This design comes from an exercise in tuning for small area, a short achievable clock period and few clock cycles on the open sky130 flow, not from production work.
RTL that was checked went through simulation tests only; none was proved equivalent to the original.
Power is estimated from default activity; no workload was simulated.

==> inputs of run P <==
==> flow/design.v <==
`timescale 1ns / 1ps
module RegisterFile(
    input wire clk,
    input wire rst,
    input wire we,
    input wire [4:0] wa,
    input wire [31:0] wd,
    input wire [4:0] ra1,
    input wire [4:0] ra2,
    output wire [31:0] rd1,
    output wire [31:0] rd2
    );
    reg [31:0] rf [1:31];
    wire [31:0] wdm = rst ? 32'b0 : wd;
    genvar i;
    generate
        for (i = 1; i < 32; i = i + 1) begin : g_reg
            always @(posedge clk)
                if (rst || (we && wa == i)) rf[i] <= wdm;
        end
    endgenerate
    assign rd1 = (ra1 == 5'd0) ? 32'b0 : rf[ra1];
    assign rd2 = (ra2 == 5'd0) ? 32'b0 : rf[ra2];
endmodule
`timescale 1ns / 1ps
module RV32Core(
    input wire CPU_CLK,
    input wire CPU_RST,
    output wire [31:0] IM_Addr,
    input wire [31:0] IM_RData,
    output wire [31:0] DM_Addr,
    output wire [3:0] DM_WE,
    output wire [31:0] DM_WData,
    input wire [31:0] DM_RData
    );
    wire clk = CPU_CLK;
    wire rst = CPU_RST;
    reg  [31:2] pc_f;            
    reg  [31:2] pc_d;            
    reg         v_d;             
    reg  [31:0] rs1v_e, rs2v_e;  
    reg  [31:0] imm_e;
    reg  [31:2] pc_e;
    reg  [4:0]  rd_e;
    reg         we_e, ld_e, st_e, br_e, jalr_e;
    reg  [3:0]  fa_e, fb_e;      
    reg         apc_e, azero_e, bimm_e, sub_e, sra_e, addonly_e, link_e;
    reg  [2:0]  f3_e;
    reg  [31:0] res_m, wdat_m;
    reg  [3:0]  dmwe_m;
    reg  [4:0]  rd_m;
    reg         we_m, ld_m;
    reg  [2:0]  f3_m;
    reg  [31:0] res_w;
    reg  [4:0]  rd_w;
    reg         we_w, ld_w;
    reg  [2:0]  f3_w;
    reg  [31:0] res_x;
    assign IM_Addr  = {pc_f, 2'b00};
    assign DM_Addr  = res_m;
    assign DM_WE    = dmwe_m;
    assign DM_WData = wdat_m;
    wire [15:0] ld_half = res_w[1] ? DM_RData[31:16] : DM_RData[15:0];
    wire [7:0]  ld_byte = res_w[0] ? ld_half[15:8] : ld_half[7:0];
    wire        ld_sgn  = ~f3_w[2] & (f3_w[0] ? ld_half[15] : ld_byte[7]);
    wire [31:0] ld_val  = f3_w[1] ? DM_RData :
                          f3_w[0] ? {{16{ld_sgn}}, ld_half} :
                                    {{24{ld_sgn}}, ld_byte};
    wire [31:0] wb_val  = ld_w ? ld_val : res_w;
    wire [31:0] ins = IM_RData;
    wire [4:0]  op  = ins[6:2];
    wire [4:0]  rd  = ins[11:7];
    wire [4:0]  rs1 = ins[19:15];
    wire [4:0]  rs2 = ins[24:20];
    wire [2:0]  f3  = ins[14:12];
    wire is_jal    =  op[4] &  op[1];
    wire is_jalr   =  op[4] & ~op[1] &  op[0];
    wire is_br     =  op[4] & ~op[0];
    wire is_load   = ~op[4] & ~op[3] & ~op[2];
    wire is_store  = ~op[4] &  op[3] & ~op[2];
    wire is_opimm  = ~op[4] & ~op[3] &  op[2] & ~op[0];
    wire is_auipc  = ~op[4] & ~op[3] &  op[2] &  op[0];
    wire is_op     = ~op[4] &  op[3] &  op[2] & ~op[0];
    wire is_lui    = ~op[4] &  op[3] &  op[2] &  op[0];
    wire use1      = ~op[0] | is_jalr;
    wire use2      =  op[3] & ~op[0];
    wire wr        = ~is_br & ~is_store & (rd != 5'd0);
    wire [31:0] imm_i = {{21{ins[31]}}, ins[30:20]};
    wire [31:0] imm_s = {{21{ins[31]}}, ins[30:25], ins[11:7]};
    wire [31:0] imm_b = {{20{ins[31]}}, ins[7], ins[30:25], ins[11:8], 1'b0};
    wire [31:0] imm_u = {ins[31:12], 12'b0};
    wire [31:0] imm_d = is_store ? imm_s :
                        is_br    ? imm_b :
                        (is_lui | is_auipc) ? imm_u : imm_i;
    wire [31:2] jal_off = {{12{ins[31]}}, ins[19:12], ins[20], ins[30:22]};
    wire [31:2] jal_tgt = pc_d + jal_off;
    wire [31:0] rf1, rf2;
    RegisterFile RegisterFile1(
        .clk(clk), .rst(rst),
        .we(we_w), .wa(rd_w), .wd(wb_val),
        .ra1(rs1), .ra2(rs2),
        .rd1(rf1), .rd2(rf2)
    );
    wire a_m = we_e & (rd_e == rs1);
    wire a_w = we_m & (rd_m == rs1);
    wire a_x = we_w & (rd_w == rs1);
    wire b_m = we_e & (rd_e == rs2);
    wire b_w = we_m & (rd_m == rs2);
    wire b_x = we_w & (rd_w == rs2);
    wire lu  = (use1 & ((a_m & ld_e) | (~a_m & a_w & ld_m))) |
               (use2 & ((b_m & ld_e) | (~b_m & b_w & ld_m)));
    wire [31:0] fwd_a = ({32{fa_e[0]}} & rs1v_e) | ({32{fa_e[1]}} & res_m) |
                        ({32{fa_e[2]}} & res_w)  | ({32{fa_e[3]}} & res_x);
    wire [31:0] fwd_b = ({32{fb_e[0]}} & rs2v_e) | ({32{fb_e[1]}} & res_m) |
                        ({32{fb_e[2]}} & res_w)  | ({32{fb_e[3]}} & res_x);
    wire [31:0] alu_a = apc_e ? {pc_e, 2'b00} : (azero_e ? 32'b0 : fwd_a);
    wire [31:0] alu_b = bimm_e ? imm_e : fwd_b;
    wire [32:0] sum   = {1'b0, alu_a} + {1'b0, alu_b ^ {32{sub_e}}} + {32'b0, sub_e};
    wire        eq    = (fwd_a == fwd_b);
    wire        ltu   = ~sum[32];
    wire        lts   = (alu_a[31] ^ alu_b[31]) ? alu_a[31] : sum[31];
    wire        shl   = ~f3_e[2];
    reg  [31:0] sh_in_r, sh_out_r;
    integer k;
    always @(*) begin
        for (k = 0; k < 32; k = k + 1) sh_in_r[k] = shl ? alu_a[31-k] : alu_a[k];
    end
    wire [31:0] sh_r  = $signed({sra_e & alu_a[31], sh_in_r}) >>> alu_b[4:0];
    always @(*) begin
        for (k = 0; k < 32; k = k + 1) sh_out_r[k] = shl ? sh_r[31-k] : sh_r[k];
    end
    reg [31:0] alu_out;
    always @(*) begin
        if (addonly_e) alu_out = sum[31:0];
        else case (f3_e)
            3'b000: alu_out = sum[31:0];
            3'b001: alu_out = sh_out_r;
            3'b010: alu_out = {31'b0, lts};
            3'b011: alu_out = {31'b0, ltu};
            3'b100: alu_out = alu_a ^ alu_b;
            3'b101: alu_out = sh_out_r;
            3'b110: alu_out = alu_a | alu_b;
            default: alu_out = alu_a & alu_b;
        endcase
    end
    wire [31:0] res_e = link_e ? {pc_d, 2'b00} : alu_out;
    reg cond;
    always @(*) begin
        case (f3_e)
            3'b000: cond = eq;
            3'b001: cond = ~eq;
            3'b100: cond = lts;
            3'b101: cond = ~lts;
            3'b110: cond = ltu;
            default: cond = ~ltu;
        endcase
    end
    wire [31:2] br_tgt = pc_e + imm_e[31:2];
    wire        take_br = br_e & cond;
    wire        redir_e = take_br | jalr_e;
    wire [3:0]  st_we = f3_e[1] ? 4'b1111 :
                        f3_e[0] ? (sum[1] ? 4'b1100 : 4'b0011) :
                                  (4'b0001 << sum[1:0]);
    wire [31:0] st_dat = f3_e[1] ? fwd_b :
                         f3_e[0] ? {2{fwd_b[15:0]}} : {4{fwd_b[7:0]}};
    wire dv      = v_d & ~redir_e;           
    wire replay  = dv & lu;
    wire jal_go  = dv & ~lu & is_jal;
    wire issue   = dv & ~lu;
    always @(posedge clk) begin
        if (rst)          pc_f <= 30'b0;
        else if (redir_e) pc_f <= take_br ? br_tgt : sum[31:2];
        else if (replay)  pc_f <= pc_d;
        else if (jal_go)  pc_f <= jal_tgt;
        else              pc_f <= pc_f + 30'd1;
        pc_d <= pc_f;
        v_d  <= ~rst & ~redir_e & ~replay & ~jal_go;
        rs1v_e  <= rf1;
        rs2v_e  <= rf2;
        imm_e   <= imm_d;
        pc_e    <= pc_d;
        rd_e    <= rd;
        we_e    <= ~rst & issue & wr;
        ld_e    <= ~rst & issue & is_load;
        st_e    <= ~rst & issue & is_store;
        br_e    <= ~rst & issue & is_br;
        jalr_e  <= ~rst & issue & is_jalr;
        fa_e    <= {a_x & ~a_w & ~a_m, a_w & ~a_m, a_m, ~a_m & ~a_w & ~a_x};
        fb_e    <= {b_x & ~b_w & ~b_m, b_w & ~b_m, b_m, ~b_m & ~b_w & ~b_x};
        apc_e   <= is_auipc;
        azero_e <= is_lui;
        bimm_e  <= ~is_op & ~is_br;
        sub_e   <= is_br | ((is_op | is_opimm) & (f3 == 3'b010 || f3 == 3'b011)) |
                   (is_op & f3 == 3'b000 & ins[30]);
        sra_e   <= ins[30];
        addonly_e <= ~is_op & ~is_opimm;
        link_e  <= is_jal | is_jalr;
        f3_e    <= f3;
        res_m  <= res_e;
        wdat_m <= st_dat;
        dmwe_m <= (~rst & st_e) ? st_we : 4'b0000;
        rd_m   <= rd_e;
        we_m   <= ~rst & we_e;
        ld_m   <= ~rst & ld_e;
        f3_m   <= f3_e;
        res_w  <= res_m;
        rd_w   <= rd_m;
        we_w   <= ~rst & we_m;
        ld_w   <= ld_m;
        f3_w   <= f3_m;
        res_x  <= wb_val;
    end
endmodule
==> flow/run.sh <==
#!/bin/bash
# synth_recipe.tcl (not shown) runs the flow's synth.tcl, then flattens the netlist and writes it again
# the make line also repeats each setting of config.mk as NAME=value (left out here)
make -C /OpenROAD-flow-scripts/flow DESIGN_CONFIG=/design/flow/config.mk WORK_HOME=/design/flow/orfs CLKGATE_MAP_FILE= SYNTH_SCRIPT=/design/flow/synth_recipe.tcl finish
==> flow/config.mk <==
export PLATFORM = sky130hd
export DESIGN_NAME = RV32Core
export DESIGN_NICKNAME = RV32Core
export VERILOG_FILES = /design/flow/design.v
export SDC_FILE = /design/flow/constraint.sdc
export NUM_CORES = 4
export LEC_CHECK = 0
export CAP_MARGIN = 20
export CORE_MARGIN = 2
export CORE_UTILIZATION = 25
export PLACE_DENSITY = 0.5
export SLEW_MARGIN = 20
==> flow/constraint.sdc <==
create_clock -name core_clock -period 10.0 [get_ports {CPU_CLK}]
set_input_delay 2.0000 -clock core_clock [delete_from_list [all_inputs] [get_ports {CPU_CLK}]]
set_output_delay 2.0000 -clock core_clock [all_outputs]
set_load 0.01 [all_outputs]
==> run C (differences from run P) <==
--- a/flow/config.mk
+++ b/flow/config.mk
@@ -10,3 +10,4 @@
 export CORE_UTILIZATION = 25
 export PLACE_DENSITY = 0.5
+export SETUP_SLACK_MARGIN = 5
 export SLEW_MARGIN = 20
==> run G (differences from run P) <==
==> flow/design.v, changed modules only <==
module RV32Core(
    input wire CPU_CLK,
    input wire CPU_RST,
    output wire [31:0] IM_Addr,
    input wire [31:0] IM_RData,
    output wire [31:0] DM_Addr,
    output wire [3:0] DM_WE,
    output wire [31:0] DM_WData,
    input wire [31:0] DM_RData
    );
    wire clk = CPU_CLK;
    wire rst = CPU_RST;
    reg  [31:2] pc_f;            
    reg  [31:2] pc_i;            
    reg         v_i;             
    reg  [31:2] ir;              
    reg  [31:2] pc_d;            
    reg         v_d;             
    reg  [31:0] rs1v_e, rs2v_e;  
    reg  [31:0] imm_e;           
    reg  [4:0]  rd_e;
    reg         we_e, ld_e, st_e, br_e, jalr_e;
    reg  [3:0]  fa_e, fb_e;      
    reg         azero_e, bimm_e, sub_e, sra_e, addonly_e, link_e;
    reg  [2:0]  f3_e;
    reg  [31:0] res_m, wdat_m;
    reg  [3:0]  dmwe_m;
    reg  [4:0]  rd_m;
    reg         we_m, ld_m;
    reg  [2:0]  f3_m;
    reg  [31:0] res_w;
    reg  [4:0]  rd_w;
    reg         we_w, ld_w;
    reg  [2:0]  f3_w;
    reg  [31:0] res_x;
    reg  [4:0]  rd_x;
    reg         we_x;
    assign IM_Addr  = {pc_f, 2'b00};
    assign DM_Addr  = res_m;
    assign DM_WE    = dmwe_m;
    assign DM_WData = wdat_m;
    wire [15:0] ld_half = res_w[1] ? DM_RData[31:16] : DM_RData[15:0];
    wire [7:0]  ld_byte = res_w[0] ? ld_half[15:8] : ld_half[7:0];
    wire        ld_sgn  = ~f3_w[2] & (f3_w[0] ? ld_half[15] : ld_byte[7]);
    wire [31:0] ld_val  = f3_w[1] ? DM_RData :
                          f3_w[0] ? {{16{ld_sgn}}, ld_half} :
                                    {{24{ld_sgn}}, ld_byte};
    wire [31:0] wb_val  = ld_w ? ld_val : res_w;
    wire [31:0] ins = {ir, 2'b11};
    wire [4:0]  op  = ins[6:2];
    wire [4:0]  rd  = ins[11:7];
    wire [4:0]  rs1 = ins[19:15];
    wire [4:0]  rs2 = ins[24:20];
    wire [2:0]  f3  = ins[14:12];
    wire is_jal    =  op[4] &  op[1];
    wire is_jalr   =  op[4] & ~op[1] &  op[0];
    wire is_br     =  op[4] & ~op[0];
    wire is_load   = ~op[4] & ~op[3] & ~op[2];
    wire is_store  = ~op[4] &  op[3] & ~op[2];
    wire is_opimm  = ~op[4] & ~op[3] &  op[2] & ~op[0];
    wire is_auipc  = ~op[4] & ~op[3] &  op[2] &  op[0];
    wire is_op     = ~op[4] &  op[3] &  op[2] & ~op[0];
    wire is_lui    = ~op[4] &  op[3] &  op[2] &  op[0];
    wire use1      = ~op[0] | is_jalr;
    wire use2      =  op[3] & ~op[0];
    wire wr        = ~is_br & ~is_store & (rd != 5'd0);
    wire [31:0] imm_i = {{21{ins[31]}}, ins[30:20]};
    wire [31:0] imm_s = {{21{ins[31]}}, ins[30:25], ins[11:7]};
    wire [31:0] imm_u = {ins[31:12], 12'b0};
    wire [31:2] off_j = {{12{ins[31]}}, ins[19:12], ins[20], ins[30:22]};
    wire [31:2] off_b = {{20{ins[31]}}, ins[7], ins[30:25], ins[11:9]};
    wire [31:2] off_u = {ins[31:12], 10'b0};
    wire [31:2] off   = op[1] ? off_j : (op[4] ? off_b : off_u);
    wire [31:2] tgt_d = pc_d + off;
    wire [31:0] imm_d = is_store ? imm_s :
                        (is_br | is_auipc) ? {tgt_d, 2'b00} :
                        is_lui ? imm_u : imm_i;
    wire [31:0] rf1, rf2;
    RegisterFile RegisterFile1(
        .clk(clk), .rst(rst),
        .we(we_x), .wa(rd_x), .wd(res_x),
        .ra1(rs1), .ra2(rs2),
        .rd1(rf1), .rd2(rf2)
    );
    wire [31:0] rv1 = (we_x && rd_x == rs1) ? res_x : rf1;
    wire [31:0] rv2 = (we_x && rd_x == rs2) ? res_x : rf2;
    wire a_m = we_e & (rd_e == rs1);
    wire a_w = we_m & (rd_m == rs1);
    wire a_x = we_w & (rd_w == rs1);
    wire b_m = we_e & (rd_e == rs2);
    wire b_w = we_m & (rd_m == rs2);
    wire b_x = we_w & (rd_w == rs2);
    wire lu  = (use1 & ((a_m & ld_e) | (~a_m & a_w & ld_m))) |
               (use2 & ((b_m & ld_e) | (~b_m & b_w & ld_m)));
    wire [31:0] fwd_a = ({32{fa_e[0]}} & rs1v_e) | ({32{fa_e[1]}} & res_m) |
                        ({32{fa_e[2]}} & res_w)  | ({32{fa_e[3]}} & res_x);
    wire [31:0] fwd_b = ({32{fb_e[0]}} & rs2v_e) | ({32{fb_e[1]}} & res_m) |
                        ({32{fb_e[2]}} & res_w)  | ({32{fb_e[3]}} & res_x);
    wire [31:0] alu_a = azero_e ? 32'b0 : fwd_a;
    wire [31:0] alu_b = bimm_e ? imm_e : fwd_b;
    wire [32:0] sum   = {1'b0, alu_a} + {1'b0, alu_b ^ {32{sub_e}}} + {32'b0, sub_e};
    wire        eq    = (fwd_a == fwd_b);
    wire        ltu   = ~sum[32];
    wire        lts   = (alu_a[31] ^ alu_b[31]) ? alu_a[31] : sum[31];
    wire        shl   = ~f3_e[2];
    reg  [31:0] sh_in_r, sh_out_r;
    integer k;
    always @(*) begin
        for (k = 0; k < 32; k = k + 1) sh_in_r[k] = shl ? alu_a[31-k] : alu_a[k];
    end
    wire [31:0] sh_r  = $signed({sra_e & alu_a[31], sh_in_r}) >>> alu_b[4:0];
    always @(*) begin
        for (k = 0; k < 32; k = k + 1) sh_out_r[k] = shl ? sh_r[31-k] : sh_r[k];
    end
    reg [31:0] alu_out;
    always @(*) begin
        if (addonly_e) alu_out = sum[31:0];
        else case (f3_e)
            3'b000: alu_out = sum[31:0];
            3'b001: alu_out = sh_out_r;
            3'b010: alu_out = {31'b0, lts};
            3'b011: alu_out = {31'b0, ltu};
            3'b100: alu_out = alu_a ^ alu_b;
            3'b101: alu_out = sh_out_r;
            3'b110: alu_out = alu_a | alu_b;
            default: alu_out = alu_a & alu_b;
        endcase
    end
    wire [31:0] res_e = link_e ? {pc_d, 2'b00} : alu_out;
    reg cond;
    always @(*) begin
        case (f3_e)
            3'b000: cond = eq;
            3'b001: cond = ~eq;
            3'b100: cond = lts;
            3'b101: cond = ~lts;
            3'b110: cond = ltu;
            default: cond = ~ltu;
        endcase
    end
    wire        take_br = br_e & cond;
    wire        redir_e = take_br | jalr_e;
    wire [3:0]  st_we = f3_e[1] ? 4'b1111 :
                        f3_e[0] ? (sum[1] ? 4'b1100 : 4'b0011) :
                                  (4'b0001 << sum[1:0]);
    wire [31:0] st_dat = f3_e[1] ? fwd_b :
                         f3_e[0] ? {2{fwd_b[15:0]}} : {4{fwd_b[7:0]}};
    wire dv      = v_d & ~redir_e;           
    wire replay  = dv & lu;
    wire jal_go  = dv & ~lu & is_jal;
    wire issue   = dv & ~lu;
    wire flush   = rst | redir_e | replay | jal_go;
    always @(posedge clk) begin
        if (rst)          pc_f <= 30'b0;
        else if (redir_e) pc_f <= take_br ? imm_e[31:2] : sum[31:2];
        else if (replay)  pc_f <= pc_d;
        else if (jal_go)  pc_f <= tgt_d;
        else              pc_f <= pc_f + 30'd1;
        pc_i <= pc_f;
        v_i  <= ~flush;
        ir   <= IM_RData[31:2];
        pc_d <= pc_i;
        v_d  <= ~flush & v_i;
        rs1v_e  <= rv1;
        rs2v_e  <= rv2;
        imm_e   <= imm_d;
        rd_e    <= rd;
        we_e    <= ~rst & issue & wr;
        ld_e    <= ~rst & issue & is_load;
        st_e    <= ~rst & issue & is_store;
        br_e    <= ~rst & issue & is_br;
        jalr_e  <= ~rst & issue & is_jalr;
        fa_e    <= {a_x & ~a_w & ~a_m, a_w & ~a_m, a_m, ~a_m & ~a_w & ~a_x};
        fb_e    <= {b_x & ~b_w & ~b_m, b_w & ~b_m, b_m, ~b_m & ~b_w & ~b_x};
        azero_e <= is_lui | is_auipc;
        bimm_e  <= ~is_op & ~is_br;
        sub_e   <= is_br | ((is_op | is_opimm) & (f3 == 3'b010 || f3 == 3'b011)) |
                   (is_op & f3 == 3'b000 & ins[30]);
        sra_e   <= ins[30];
        addonly_e <= ~is_op & ~is_opimm;
        link_e  <= is_jal | is_jalr;
        f3_e    <= f3;
        res_m  <= res_e;
        wdat_m <= st_dat;
        dmwe_m <= (~rst & st_e) ? st_we : 4'b0000;
        rd_m   <= rd_e;
        we_m   <= ~rst & we_e;
        ld_m   <= ~rst & ld_e;
        f3_m   <= f3_e;
        res_w  <= res_m;
        rd_w   <= rd_m;
        we_w   <= ~rst & we_m;
        ld_w   <= ld_m;
        f3_w   <= f3_m;
        res_x  <= wb_val;
        rd_x   <= rd_w;
        we_x   <= ~rst & we_w;
    end
endmodule
==> flow/flow/run.sh (new file) <==
#!/bin/bash
set -euo pipefail
bash standard.sh SETUP_SLACK_MARGIN=${MARGIN:-6.5} finish > standard_flow.log 2>&1
==> flow/standard.sh (new file) <==
#!/bin/bash
# synth_recipe.tcl (not shown) runs the flow's synth.tcl, then flattens the netlist and writes it again
# the make line also repeats each setting of config.mk as NAME=value (left out here)
make -C /OpenROAD-flow-scripts/flow DESIGN_CONFIG=/design/flow/config.mk WORK_HOME=/design/flow/orfs CLKGATE_MAP_FILE= SYNTH_SCRIPT=/design/flow/synth_recipe.tcl "${@:-finish}"
--- a/flow/config.mk
+++ b/flow/config.mk
@@ -10,3 +10,4 @@
 export CORE_UTILIZATION = 25
 export PLACE_DENSITY = 0.5
+export SETUP_SLACK_MARGIN = 5
 export SLEW_MARGIN = 20
removed: flow/run.sh
==> comparison <==
- Design area, lowest first: run P, run C, run G.
- Critical path depth, highest first: run G, run P, run C.
- Between run P and run G, the lower clock power is in run P (gap 11%, measured against run G).
- First-iteration DRC count, lowest first: run G, run C, run P.
- Against run P, the utilization of run G is higher by 2.5 points.
==> figures <==
|  | run C | run P | run G |
|---|---|---|---|
| Run status | timing/DRC/antenna clean | timing/DRC/antenna clean | timing/DRC/antenna clean |
| Number of instances resized during post-cts repair | 116 | 0 | 858 |
| Critical path launch point type | input pin | flip-flop | flip-flop |
| Worst-skew pair later-pin latency | 830 ps | 820 ps | 860 ps |
| TritonCTS Buffers | 145 | 143 | 160 |
| Floorplan die width | 515 um | 515 um | 516 um |
| Sequential power share | 45.5% | 46.0% | 43.2% |
| Height of the die | 515 um | 515 um | 516 um |
| Max-slew headroom at the worst pin | 17.3% | 15.4% | 27.5% |
| Dpl ws | 3280 ps | 3280 ps | 2630 ps |
| Global-route usage over all layers | 26.0% | 25.4% | 25.7% |
Testbench counts of run P, summed over its fixed seeds: cycles 87,574.
Testbench counts of run C, summed over its fixed seeds: cycles 87,574.
Only the layout flow was run in run G; the RTL was not checked for function there.

==> what the ideal ports hide <==
In the flow no input, the clock included, has a driving cell. The finished layouts below were timed again as built, in two steps. Step 1 assumes that a clkbuf_16 drives the clock port and a buf_2 every other input. Step 2 times the ports against the registers' clock, not the clock port: input delays grow and output delays shrink by t, the midpoint of the rising clock arrivals with the driver on. Slacks: ideal ports / drivers / drivers and shift; pairs: ideal ports / drivers.
| run | t, ns | setup WS [ns] | worst setup path at the end | worst register clock-pin slew, ns | worst slew at a driven data input, ns |
|---|---|---|---|---|---|
| run P | 0.883 | 3.537 / 3.537 / 3.115 | input to register | 0.07 / 0.07 | 0.18 |
| run C | 0.898 | 4.790 / 4.853 / 3.955 | input to register | 0.07 / 0.07 | 0.17 |
| run G | 0.918 | 5.229 / 5.229 / 5.229 | register to register | 0.07 / 0.07 | 0.07 |
After both steps setup and hold are still met in every run listed. For run C, which loses most, drivers alone change the setup slack by +0.063 ns; drivers and shift together by -0.835 ns.
